From an optimization exercise on the open Yosys and OpenROAD flow, aimed at small area, a short achievable clock period and few clock cycles per item; shortcuts taken in it are not production practice.

==> run C: inputs <==
// iterative_karatsuba_32_16
module iterative_karatsuba_32_16(clk, rst, enable, A, B, C, done);
==> flow/config.mk <==
export PLATFORM = sky130hd
export DESIGN_NAME = iterative_karatsuba_32_16
export DESIGN_NICKNAME = iterative_karatsuba_32_16
export VERILOG_FILES = /design/flow/design.v
export SDC_FILE = /design/flow/constraint.sdc
export NUM_CORES = 4
export LEC_CHECK = 0
export CAP_MARGIN = 20
export CORE_MARGIN = 2
export CORE_UTILIZATION = 40
export SLEW_MARGIN = 20
==> flow/constraint.sdc <==
create_clock -name core_clock -period 42.0 [get_ports {clk}]
set_input_delay 8.4000 -clock core_clock [delete_from_list [all_inputs] [get_ports {clk}]]
set_output_delay 8.4000 -clock core_clock [all_outputs]
set_load 0.01 [all_outputs]
standard.sh (not shown) runs the stock make flow with config.mk's settings and CLKGATE_MAP_FILE= SYNTH_SCRIPT=/design/flow/synth_recipe.tcl, a recipe that flattens the netlist after the stock synthesis.
==> flow/flow/run.sh <==
#!/bin/bash
# The standard layout with two changes:
#  - synthesis skips Yosys's early "abc -fast" (SYNTH_ARGS=-noabc), so the
#    multiplier's full adders reach extract_fa as written and no inverters
#    land between the adder cells;
#  - every port still gets its buffer, but a plain buf_2 rather than the
#    delay cell buffer_ports picks by default.
set -euo pipefail
export BUFFER_PORTS_ARGS="-buffer_cell sky130_fd_sc_hd__buf_2"
export SETUP_SLACK_MARGIN=21
bash standard.sh SYNTH_ARGS=-noabc synth > synth.log 2>&1
bash standard.sh > layout.log 2>&1
==> run Z: changes against run C <==
--- a/flow/flow/run.sh
+++ b/flow/flow/run.sh
@@ -4,9 +4,8 @@
 #    multiplier's full adders reach extract_fa as written and no inverters
 #    land between the adder cells;
 #  - every port still gets its buffer, but a plain buf_2 rather than the
 #    delay cell buffer_ports picks by default.
 set -euo pipefail
 export BUFFER_PORTS_ARGS="-buffer_cell sky130_fd_sc_hd__buf_2"
-export SETUP_SLACK_MARGIN=21
 bash standard.sh SYNTH_ARGS=-noabc synth > synth.log 2>&1
 bash standard.sh > layout.log 2>&1
CAP_MARGIN = 50   (was 20)
SLEW_MARGIN = 70   (was 20)
==> run F: changes against run C <==
--- a/flow/design.v
+++ b/flow/design.v
@@ -2082,14 +2082,14 @@
     wire pp_2024;
     wire pg2025;
     wire pp_2026;
     wire pg2027;
     wire pp_2028;
     assign bx1_0 = B[0] ^ 1'b0;
-    assign bx2_0 = (B[1] & ~B[0] & ~1'b0) | (~B[1] & B[0] & 1'b0);
-    assign bng_0 = B[1] & ~(B[0] & 1'b0);
+    assign bx2_0 = (B[1] ^ B[0]) & ~(B[0] ^ 1'b0);
+    assign bng_0 = B[1];
     assign pp1 = ((A[0] & bx1_0) | (1'b0 & bx2_0)) ^ bng_0;
     assign pp2 = ((A[1] & bx1_0) | (A[0] & bx2_0)) ^ bng_0;
     assign pp3 = ((A[2] & bx1_0) | (A[1] & bx2_0)) ^ bng_0;
     assign pp4 = ((A[3] & bx1_0) | (A[2] & bx2_0)) ^ bng_0;
     assign pp5 = ((A[4] & bx1_0) | (A[3] & bx2_0)) ^ bng_0;
     assign pp6 = ((A[5] & bx1_0) | (A[4] & bx2_0)) ^ bng_0;
@@ -2120,14 +2120,14 @@
     assign pp31 = ((A[30] & bx1_0) | (A[29] & bx2_0)) ^ bng_0;
     assign pp32 = ((A[31] & bx1_0) | (A[30] & bx2_0)) ^ bng_0;
     assign pp33 = ((1'b0 & bx1_0) | (A[31] & bx2_0)) ^ bng_0;
     assign pn34 = bng_0;
     assign ps35 = ~bng_0;
     assign bx1_1 = B[2] ^ B[1];
-    assign bx2_1 = (B[3] & ~B[2] & ~B[1]) | (~B[3] & B[2] & B[1]);
-    assign bng_1 = B[3] & ~(B[2] & B[1]);
+    assign bx2_1 = (B[3] ^ B[2]) & ~(B[2] ^ B[1]);
+    assign bng_1 = B[3];
     assign pp36 = ((A[0] & bx1_1) | (1'b0 & bx2_1)) ^ bng_1;
     assign pp37 = ((A[1] & bx1_1) | (A[0] & bx2_1)) ^ bng_1;
     assign pp38 = ((A[2] & bx1_1) | (A[1] & bx2_1)) ^ bng_1;
     assign pp39 = ((A[3] & bx1_1) | (A[2] & bx2_1)) ^ bng_1;
     assign pp40 = ((A[4] & bx1_1) | (A[3] & bx2_1)) ^ bng_1;
     assign pp41 = ((A[5] & bx1_1) | (A[4] & bx2_1)) ^ bng_1;
@@ -2158,14 +2158,14 @@
     assign pp66 = ((A[30] & bx1_1) | (A[29] & bx2_1)) ^ bng_1;
     assign pp67 = ((A[31] & bx1_1) | (A[30] & bx2_1)) ^ bng_1;
     assign pp68 = ((1'b0 & bx1_1) | (A[31] & bx2_1)) ^ bng_1;
     assign pn69 = bng_1;
     assign ps70 = ~bng_1;
     assign bx1_2 = B[4] ^ B[3];
-    assign bx2_2 = (B[5] & ~B[4] & ~B[3]) | (~B[5] & B[4] & B[3]);
-    assign bng_2 = B[5] & ~(B[4] & B[3]);
+    assign bx2_2 = (B[5] ^ B[4]) & ~(B[4] ^ B[3]);
+    assign bng_2 = B[5];
     assign pp71 = ((A[0] & bx1_2) | (1'b0 & bx2_2)) ^ bng_2;
     assign pp72 = ((A[1] & bx1_2) | (A[0] & bx2_2)) ^ bng_2;
     assign pp73 = ((A[2] & bx1_2) | (A[1] & bx2_2)) ^ bng_2;
     assign pp74 = ((A[3] & bx1_2) | (A[2] & bx2_2)) ^ bng_2;
     assign pp75 = ((A[4] & bx1_2) | (A[3] & bx2_2)) ^ bng_2;
     assign pp76 = ((A[5] & bx1_2) | (A[4] & bx2_2)) ^ bng_2;
@@ -2196,14 +2196,14 @@
     assign pp101 = ((A[30] & bx1_2) | (A[29] & bx2_2)) ^ bng_2;
     assign pp102 = ((A[31] & bx1_2) | (A[30] & bx2_2)) ^ bng_2;
     assign pp103 = ((1'b0 & bx1_2) | (A[31] & bx2_2)) ^ bng_2;
     assign pn104 = bng_2;
     assign ps105 = ~bng_2;
     assign bx1_3 = B[6] ^ B[5];
-    assign bx2_3 = (B[7] & ~B[6] & ~B[5]) | (~B[7] & B[6] & B[5]);
-    assign bng_3 = B[7] & ~(B[6] & B[5]);
+    assign bx2_3 = (B[7] ^ B[6]) & ~(B[6] ^ B[5]);
+    assign bng_3 = B[7];
     assign pp106 = ((A[0] & bx1_3) | (1'b0 & bx2_3)) ^ bng_3;
     assign pp107 = ((A[1] & bx1_3) | (A[0] & bx2_3)) ^ bng_3;
     assign pp108 = ((A[2] & bx1_3) | (A[1] & bx2_3)) ^ bng_3;
     assign pp109 = ((A[3] & bx1_3) | (A[2] & bx2_3)) ^ bng_3;
     assign pp110 = ((A[4] & bx1_3) | (A[3] & bx2_3)) ^ bng_3;
     assign pp111 = ((A[5] & bx1_3) | (A[4] & bx2_3)) ^ bng_3;
@@ -2234,14 +2234,14 @@
     assign pp136 = ((A[30] & bx1_3) | (A[29] & bx2_3)) ^ bng_3;
     assign pp137 = ((A[31] & bx1_3) | (A[30] & bx2_3)) ^ bng_3;
     assign pp138 = ((1'b0 & bx1_3) | (A[31] & bx2_3)) ^ bng_3;
     assign pn139 = bng_3;
     assign ps140 = ~bng_3;
     assign bx1_4 = B[8] ^ B[7];
-    assign bx2_4 = (B[9] & ~B[8] & ~B[7]) | (~B[9] & B[8] & B[7]);
-    assign bng_4 = B[9] & ~(B[8] & B[7]);
+    assign bx2_4 = (B[9] ^ B[8]) & ~(B[8] ^ B[7]);
+    assign bng_4 = B[9];
     assign pp141 = ((A[0] & bx1_4) | (1'b0 & bx2_4)) ^ bng_4;
     assign pp142 = ((A[1] & bx1_4) | (A[0] & bx2_4)) ^ bng_4;
     assign pp143 = ((A[2] & bx1_4) | (A[1] & bx2_4)) ^ bng_4;
     assign pp144 = ((A[3] & bx1_4) | (A[2] & bx2_4)) ^ bng_4;
     assign pp145 = ((A[4] & bx1_4) | (A[3] & bx2_4)) ^ bng_4;
     assign pp146 = ((A[5] & bx1_4) | (A[4] & bx2_4)) ^ bng_4;
@@ -2272,14 +2272,14 @@
     assign pp171 = ((A[30] & bx1_4) | (A[29] & bx2_4)) ^ bng_4;
     assign pp172 = ((A[31] & bx1_4) | (A[30] & bx2_4)) ^ bng_4;
     assign pp173 = ((1'b0 & bx1_4) | (A[31] & bx2_4)) ^ bng_4;
     assign pn174 = bng_4;
     assign ps175 = ~bng_4;
     assign bx1_5 = B[10] ^ B[9];
-    assign bx2_5 = (B[11] & ~B[10] & ~B[9]) | (~B[11] & B[10] & B[9]);
-    assign bng_5 = B[11] & ~(B[10] & B[9]);
+    assign bx2_5 = (B[11] ^ B[10]) & ~(B[10] ^ B[9]);
+    assign bng_5 = B[11];
     assign pp176 = ((A[0] & bx1_5) | (1'b0 & bx2_5)) ^ bng_5;
     assign pp177 = ((A[1] & bx1_5) | (A[0] & bx2_5)) ^ bng_5;
     assign pp178 = ((A[2] & bx1_5) | (A[1] & bx2_5)) ^ bng_5;
     assign pp179 = ((A[3] & bx1_5) | (A[2] & bx2_5)) ^ bng_5;
     assign pp180 = ((A[4] & bx1_5) | (A[3] & bx2_5)) ^ bng_5;
     assign pp181 = ((A[5] & bx1_5) | (A[4] & bx2_5)) ^ bng_5;
@@ -2310,14 +2310,14 @@
     assign pp206 = ((A[30] & bx1_5) | (A[29] & bx2_5)) ^ bng_5;
     assign pp207 = ((A[31] & bx1_5) | (A[30] & bx2_5)) ^ bng_5;
     assign pp208 = ((1'b0 & bx1_5) | (A[31] & bx2_5)) ^ bng_5;
     assign pn209 = bng_5;
     assign ps210 = ~bng_5;
     assign bx1_6 = B[12] ^ B[11];
-    assign bx2_6 = (B[13] & ~B[12] & ~B[11]) | (~B[13] & B[12] & B[11]);
-    assign bng_6 = B[13] & ~(B[12] & B[11]);
+    assign bx2_6 = (B[13] ^ B[12]) & ~(B[12] ^ B[11]);
+    assign bng_6 = B[13];
     assign pp211 = ((A[0] & bx1_6) | (1'b0 & bx2_6)) ^ bng_6;
     assign pp212 = ((A[1] & bx1_6) | (A[0] & bx2_6)) ^ bng_6;
     assign pp213 = ((A[2] & bx1_6) | (A[1] & bx2_6)) ^ bng_6;
     assign pp214 = ((A[3] & bx1_6) | (A[2] & bx2_6)) ^ bng_6;
     assign pp215 = ((A[4] & bx1_6) | (A[3] & bx2_6)) ^ bng_6;
     assign pp216 = ((A[5] & bx1_6) | (A[4] & bx2_6)) ^ bng_6;
@@ -2348,14 +2348,14 @@
     assign pp241 = ((A[30] & bx1_6) | (A[29] & bx2_6)) ^ bng_6;
     assign pp242 = ((A[31] & bx1_6) | (A[30] & bx2_6)) ^ bng_6;
     assign pp243 = ((1'b0 & bx1_6) | (A[31] & bx2_6)) ^ bng_6;
     assign pn244 = bng_6;
     assign ps245 = ~bng_6;
     assign bx1_7 = B[14] ^ B[13];
-    assign bx2_7 = (B[15] & ~B[14] & ~B[13]) | (~B[15] & B[14] & B[13]);
-    assign bng_7 = B[15] & ~(B[14] & B[13]);
+    assign bx2_7 = (B[15] ^ B[14]) & ~(B[14] ^ B[13]);
+    assign bng_7 = B[15];
     assign pp246 = ((A[0] & bx1_7) | (1'b0 & bx2_7)) ^ bng_7;
     assign pp247 = ((A[1] & bx1_7) | (A[0] & bx2_7)) ^ bng_7;
     assign pp248 = ((A[2] & bx1_7) | (A[1] & bx2_7)) ^ bng_7;
     assign pp249 = ((A[3] & bx1_7) | (A[2] & bx2_7)) ^ bng_7;
     assign pp250 = ((A[4] & bx1_7) | (A[3] & bx2_7)) ^ bng_7;
     assign pp251 = ((A[5] & bx1_7) | (A[4] & bx2_7)) ^ bng_7;
@@ -2386,14 +2386,14 @@
     assign pp276 = ((A[30] & bx1_7) | (A[29] & bx2_7)) ^ bng_7;
     assign pp277 = ((A[31] & bx1_7) | (A[30] & bx2_7)) ^ bng_7;
     assign pp278 = ((1'b0 & bx1_7) | (A[31] & bx2_7)) ^ bng_7;
     assign pn279 = bng_7;
     assign ps280 = ~bng_7;
     assign bx1_8 = B[16] ^ B[15];
-    assign bx2_8 = (B[17] & ~B[16] & ~B[15]) | (~B[17] & B[16] & B[15]);
-    assign bng_8 = B[17] & ~(B[16] & B[15]);
+    assign bx2_8 = (B[17] ^ B[16]) & ~(B[16] ^ B[15]);
+    assign bng_8 = B[17];
     assign pp281 = ((A[0] & bx1_8) | (1'b0 & bx2_8)) ^ bng_8;
     assign pp282 = ((A[1] & bx1_8) | (A[0] & bx2_8)) ^ bng_8;
     assign pp283 = ((A[2] & bx1_8) | (A[1] & bx2_8)) ^ bng_8;
     assign pp284 = ((A[3] & bx1_8) | (A[2] & bx2_8)) ^ bng_8;
     assign pp285 = ((A[4] & bx1_8) | (A[3] & bx2_8)) ^ bng_8;
     assign pp286 = ((A[5] & bx1_8) | (A[4] & bx2_8)) ^ bng_8;
@@ -2424,14 +2424,14 @@
     assign pp311 = ((A[30] & bx1_8) | (A[29] & bx2_8)) ^ bng_8;
     assign pp312 = ((A[31] & bx1_8) | (A[30] & bx2_8)) ^ bng_8;
     assign pp313 = ((1'b0 & bx1_8) | (A[31] & bx2_8)) ^ bng_8;
     assign pn314 = bng_8;
     assign ps315 = ~bng_8;
     assign bx1_9 = B[18] ^ B[17];
-    assign bx2_9 = (B[19] & ~B[18] & ~B[17]) | (~B[19] & B[18] & B[17]);
-    assign bng_9 = B[19] & ~(B[18] & B[17]);
+    assign bx2_9 = (B[19] ^ B[18]) & ~(B[18] ^ B[17]);
+    assign bng_9 = B[19];
     assign pp316 = ((A[0] & bx1_9) | (1'b0 & bx2_9)) ^ bng_9;
     assign pp317 = ((A[1] & bx1_9) | (A[0] & bx2_9)) ^ bng_9;
     assign pp318 = ((A[2] & bx1_9) | (A[1] & bx2_9)) ^ bng_9;
     assign pp319 = ((A[3] & bx1_9) | (A[2] & bx2_9)) ^ bng_9;
     assign pp320 = ((A[4] & bx1_9) | (A[3] & bx2_9)) ^ bng_9;
     assign pp321 = ((A[5] & bx1_9) | (A[4] & bx2_9)) ^ bng_9;
@@ -2462,14 +2462,14 @@
     assign pp346 = ((A[30] & bx1_9) | (A[29] & bx2_9)) ^ bng_9;
     assign pp347 = ((A[31] & bx1_9) | (A[30] & bx2_9)) ^ bng_9;
     assign pp348 = ((1'b0 & bx1_9) | (A[31] & bx2_9)) ^ bng_9;
     assign pn349 = bng_9;
     assign ps350 = ~bng_9;
     assign bx1_10 = B[20] ^ B[19];
-    assign bx2_10 = (B[21] & ~B[20] & ~B[19]) | (~B[21] & B[20] & B[19]);
-    assign bng_10 = B[21] & ~(B[20] & B[19]);
+    assign bx2_10 = (B[21] ^ B[20]) & ~(B[20] ^ B[19]);
+    assign bng_10 = B[21];
     assign pp351 = ((A[0] & bx1_10) | (1'b0 & bx2_10)) ^ bng_10;
     assign pp352 = ((A[1] & bx1_10) | (A[0] & bx2_10)) ^ bng_10;
     assign pp353 = ((A[2] & bx1_10) | (A[1] & bx2_10)) ^ bng_10;
     assign pp354 = ((A[3] & bx1_10) | (A[2] & bx2_10)) ^ bng_10;
     assign pp355 = ((A[4] & bx1_10) | (A[3] & bx2_10)) ^ bng_10;
     assign pp356 = ((A[5] & bx1_10) | (A[4] & bx2_10)) ^ bng_10;
@@ -2500,14 +2500,14 @@
     assign pp381 = ((A[30] & bx1_10) | (A[29] & bx2_10)) ^ bng_10;
     assign pp382 = ((A[31] & bx1_10) | (A[30] & bx2_10)) ^ bng_10;
     assign pp383 = ((1'b0 & bx1_10) | (A[31] & bx2_10)) ^ bng_10;
     assign pn384 = bng_10;
     assign ps385 = ~bng_10;
     assign bx1_11 = B[22] ^ B[21];
-    assign bx2_11 = (B[23] & ~B[22] & ~B[21]) | (~B[23] & B[22] & B[21]);
-    assign bng_11 = B[23] & ~(B[22] & B[21]);
+    assign bx2_11 = (B[23] ^ B[22]) & ~(B[22] ^ B[21]);
+    assign bng_11 = B[23];
     assign pp386 = ((A[0] & bx1_11) | (1'b0 & bx2_11)) ^ bng_11;
     assign pp387 = ((A[1] & bx1_11) | (A[0] & bx2_11)) ^ bng_11;
     assign pp388 = ((A[2] & bx1_11) | (A[1] & bx2_11)) ^ bng_11;
     assign pp389 = ((A[3] & bx1_11) | (A[2] & bx2_11)) ^ bng_11;
     assign pp390 = ((A[4] & bx1_11) | (A[3] & bx2_11)) ^ bng_11;
     assign pp391 = ((A[5] & bx1_11) | (A[4] & bx2_11)) ^ bng_11;
@@ -2538,14 +2538,14 @@
     assign pp416 = ((A[30] & bx1_11) | (A[29] & bx2_11)) ^ bng_11;
     assign pp417 = ((A[31] & bx1_11) | (A[30] & bx2_11)) ^ bng_11;
     assign pp418 = ((1'b0 & bx1_11) | (A[31] & bx2_11)) ^ bng_11;
     assign pn419 = bng_11;
     assign ps420 = ~bng_11;
     assign bx1_12 = B[24] ^ B[23];
-    assign bx2_12 = (B[25] & ~B[24] & ~B[23]) | (~B[25] & B[24] & B[23]);
-    assign bng_12 = B[25] & ~(B[24] & B[23]);
+    assign bx2_12 = (B[25] ^ B[24]) & ~(B[24] ^ B[23]);
+    assign bng_12 = B[25];
     assign pp421 = ((A[0] & bx1_12) | (1'b0 & bx2_12)) ^ bng_12;
     assign pp422 = ((A[1] & bx1_12) | (A[0] & bx2_12)) ^ bng_12;
     assign pp423 = ((A[2] & bx1_12) | (A[1] & bx2_12)) ^ bng_12;
     assign pp424 = ((A[3] & bx1_12) | (A[2] & bx2_12)) ^ bng_12;
     assign pp425 = ((A[4] & bx1_12) | (A[3] & bx2_12)) ^ bng_12;
     assign pp426 = ((A[5] & bx1_12) | (A[4] & bx2_12)) ^ bng_12;
@@ -2576,14 +2576,14 @@
     assign pp451 = ((A[30] & bx1_12) | (A[29] & bx2_12)) ^ bng_12;
     assign pp452 = ((A[31] & bx1_12) | (A[30] & bx2_12)) ^ bng_12;
     assign pp453 = ((1'b0 & bx1_12) | (A[31] & bx2_12)) ^ bng_12;
     assign pn454 = bng_12;
     assign ps455 = ~bng_12;
     assign bx1_13 = B[26] ^ B[25];
-    assign bx2_13 = (B[27] & ~B[26] & ~B[25]) | (~B[27] & B[26] & B[25]);
-    assign bng_13 = B[27] & ~(B[26] & B[25]);
+    assign bx2_13 = (B[27] ^ B[26]) & ~(B[26] ^ B[25]);
+    assign bng_13 = B[27];
     assign pp456 = ((A[0] & bx1_13) | (1'b0 & bx2_13)) ^ bng_13;
     assign pp457 = ((A[1] & bx1_13) | (A[0] & bx2_13)) ^ bng_13;
     assign pp458 = ((A[2] & bx1_13) | (A[1] & bx2_13)) ^ bng_13;
     assign pp459 = ((A[3] & bx1_13) | (A[2] & bx2_13)) ^ bng_13;
     assign pp460 = ((A[4] & bx1_13) | (A[3] & bx2_13)) ^ bng_13;
     assign pp461 = ((A[5] & bx1_13) | (A[4] & bx2_13)) ^ bng_13;
@@ -2614,14 +2614,14 @@
     assign pp486 = ((A[30] & bx1_13) | (A[29] & bx2_13)) ^ bng_13;
     assign pp487 = ((A[31] & bx1_13) | (A[30] & bx2_13)) ^ bng_13;
     assign pp488 = ((1'b0 & bx1_13) | (A[31] & bx2_13)) ^ bng_13;
     assign pn489 = bng_13;
     assign ps490 = ~bng_13;
     assign bx1_14 = B[28] ^ B[27];
-    assign bx2_14 = (B[29] & ~B[28] & ~B[27]) | (~B[29] & B[28] & B[27]);
-    assign bng_14 = B[29] & ~(B[28] & B[27]);
+    assign bx2_14 = (B[29] ^ B[28]) & ~(B[28] ^ B[27]);
+    assign bng_14 = B[29];
     assign pp491 = ((A[0] & bx1_14) | (1'b0 & bx2_14)) ^ bng_14;
     assign pp492 = ((A[1] & bx1_14) | (A[0] & bx2_14)) ^ bng_14;
     assign pp493 = ((A[2] & bx1_14) | (A[1] & bx2_14)) ^ bng_14;
     assign pp494 = ((A[3] & bx1_14) | (A[2] & bx2_14)) ^ bng_14;
     assign pp495 = ((A[4] & bx1_14) | (A[3] & bx2_14)) ^ bng_14;
     assign pp496 = ((A[5] & bx1_14) | (A[4] & bx2_14)) ^ bng_14;
@@ -2652,14 +2652,14 @@
     assign pp521 = ((A[30] & bx1_14) | (A[29] & bx2_14)) ^ bng_14;
     assign pp522 = ((A[31] & bx1_14) | (A[30] & bx2_14)) ^ bng_14;
     assign pp523 = ((1'b0 & bx1_14) | (A[31] & bx2_14)) ^ bng_14;
     assign pn524 = bng_14;
     assign ps525 = ~bng_14;
     assign bx1_15 = B[30] ^ B[29];
-    assign bx2_15 = (B[31] & ~B[30] & ~B[29]) | (~B[31] & B[30] & B[29]);
-    assign bng_15 = B[31] & ~(B[30] & B[29]);
+    assign bx2_15 = (B[31] ^ B[30]) & ~(B[30] ^ B[29]);
+    assign bng_15 = B[31];
     assign pp526 = ((A[0] & bx1_15) | (1'b0 & bx2_15)) ^ bng_15;
     assign pp527 = ((A[1] & bx1_15) | (A[0] & bx2_15)) ^ bng_15;
     assign pp528 = ((A[2] & bx1_15) | (A[1] & bx2_15)) ^ bng_15;
     assign pp529 = ((A[3] & bx1_15) | (A[2] & bx2_15)) ^ bng_15;
     assign pp530 = ((A[4] & bx1_15) | (A[3] & bx2_15)) ^ bng_15;
     assign pp531 = ((A[5] & bx1_15) | (A[4] & bx2_15)) ^ bng_15;
--- a/flow/flow/run.sh
+++ b/flow/flow/run.sh
@@ -4,9 +4,9 @@
 #    multiplier's full adders reach extract_fa as written and no inverters
 #    land between the adder cells;
 #  - every port still gets its buffer, but a plain buf_2 rather than the
 #    delay cell buffer_ports picks by default.
 set -euo pipefail
 export BUFFER_PORTS_ARGS="-buffer_cell sky130_fd_sc_hd__buf_2"
-export SETUP_SLACK_MARGIN=21
+export SETUP_SLACK_MARGIN=18
 bash standard.sh SYNTH_ARGS=-noabc synth > synth.log 2>&1
 bash standard.sh > layout.log 2>&1
ABC_AREA = 1   (was not set)
==> results.ini <==
[global_routing]
grt_pass1_vias=23170
grt_max_degree=45

[placed_design]
place_area_um2=26800

[drt]
vias=22689
viasPerCell=5.97

[cells_and_area]
drive_above_1_share_pct=11.2

[yosys]
ys_types=39

[status]
status=complete, no violations

[setup_path]
r2r-end=P_q[39]

# the run above: run F

==> results.ini <==
[status]
status=complete, no violations

[global_routing]
grt_pass1_vias=22901

[drt]
wl_per_cell_um=27.6
viasPerCell=6.38

[clock_tree]
clock_sinks=65

[timing]
tns_ps=0
timing.final.crit_share_pct=58.1

[cells_and_area]
final_cells=3361
register_area_um2=1310
drive_above_1_share_pct=12.4

[yosys]
ys_types=61

[setup_path]
path_buf_inv=5

[placed_design]
place_area_um2=27000

# the run above: run Z

==> results.ini <==
[status]
status=complete, no violations

[cells_and_area]
largest_register_ffs=64
post-route-util_pct=52.4
areaGrowthSynthToFinish_pct=29.1
drive_above_1_share_pct=31.8

[drt]
vias=23029
viasPerCell=6.41

[placed_design]
place_area_um2=27000

[global_routing]
grt_max_degree=62
grt_use_met3_pct=11.1

[yosys]
ys_types=61

# the run above: run C

Function was not checked in any run of this note: the RTL went through the layout flow alone.

[separate check: timing with driven ports]
How much do the figures lean on ideal ports? The routed layouts below were timed once more, with nothing changed but the port constraints. Step 1 assumes that a clkbuf_16 drives the clock port and a buf_2 every other input. Step 2 times the ports against the registers' clock, not the clock port: input delays grow and output delays shrink by t, the midpoint of the rising clock arrivals with the driver on. Slacks: no drivers / after step 1 / after step 2; pairs: no drivers / after step 1.
| run | t, ns | slack for setup (ns) | worst register clock-pin slew, ns |
|---|---|---|---|
| run C | 0.459 | 18.709 / 18.672 / 18.672 | 0.08 / 0.08 |
| run Z | 0.448 | 17.577 / 17.547 / 17.547 | 0.07 / 0.07 |
| run F | 0.434 | 18.217 / 18.198 / 18.198 | 0.07 / 0.07 |
After both steps setup and hold are still met in every run listed. For run C, which loses most, drivers alone change the setup slack by -0.037 ns; drivers and shift together by -0.037 ns.
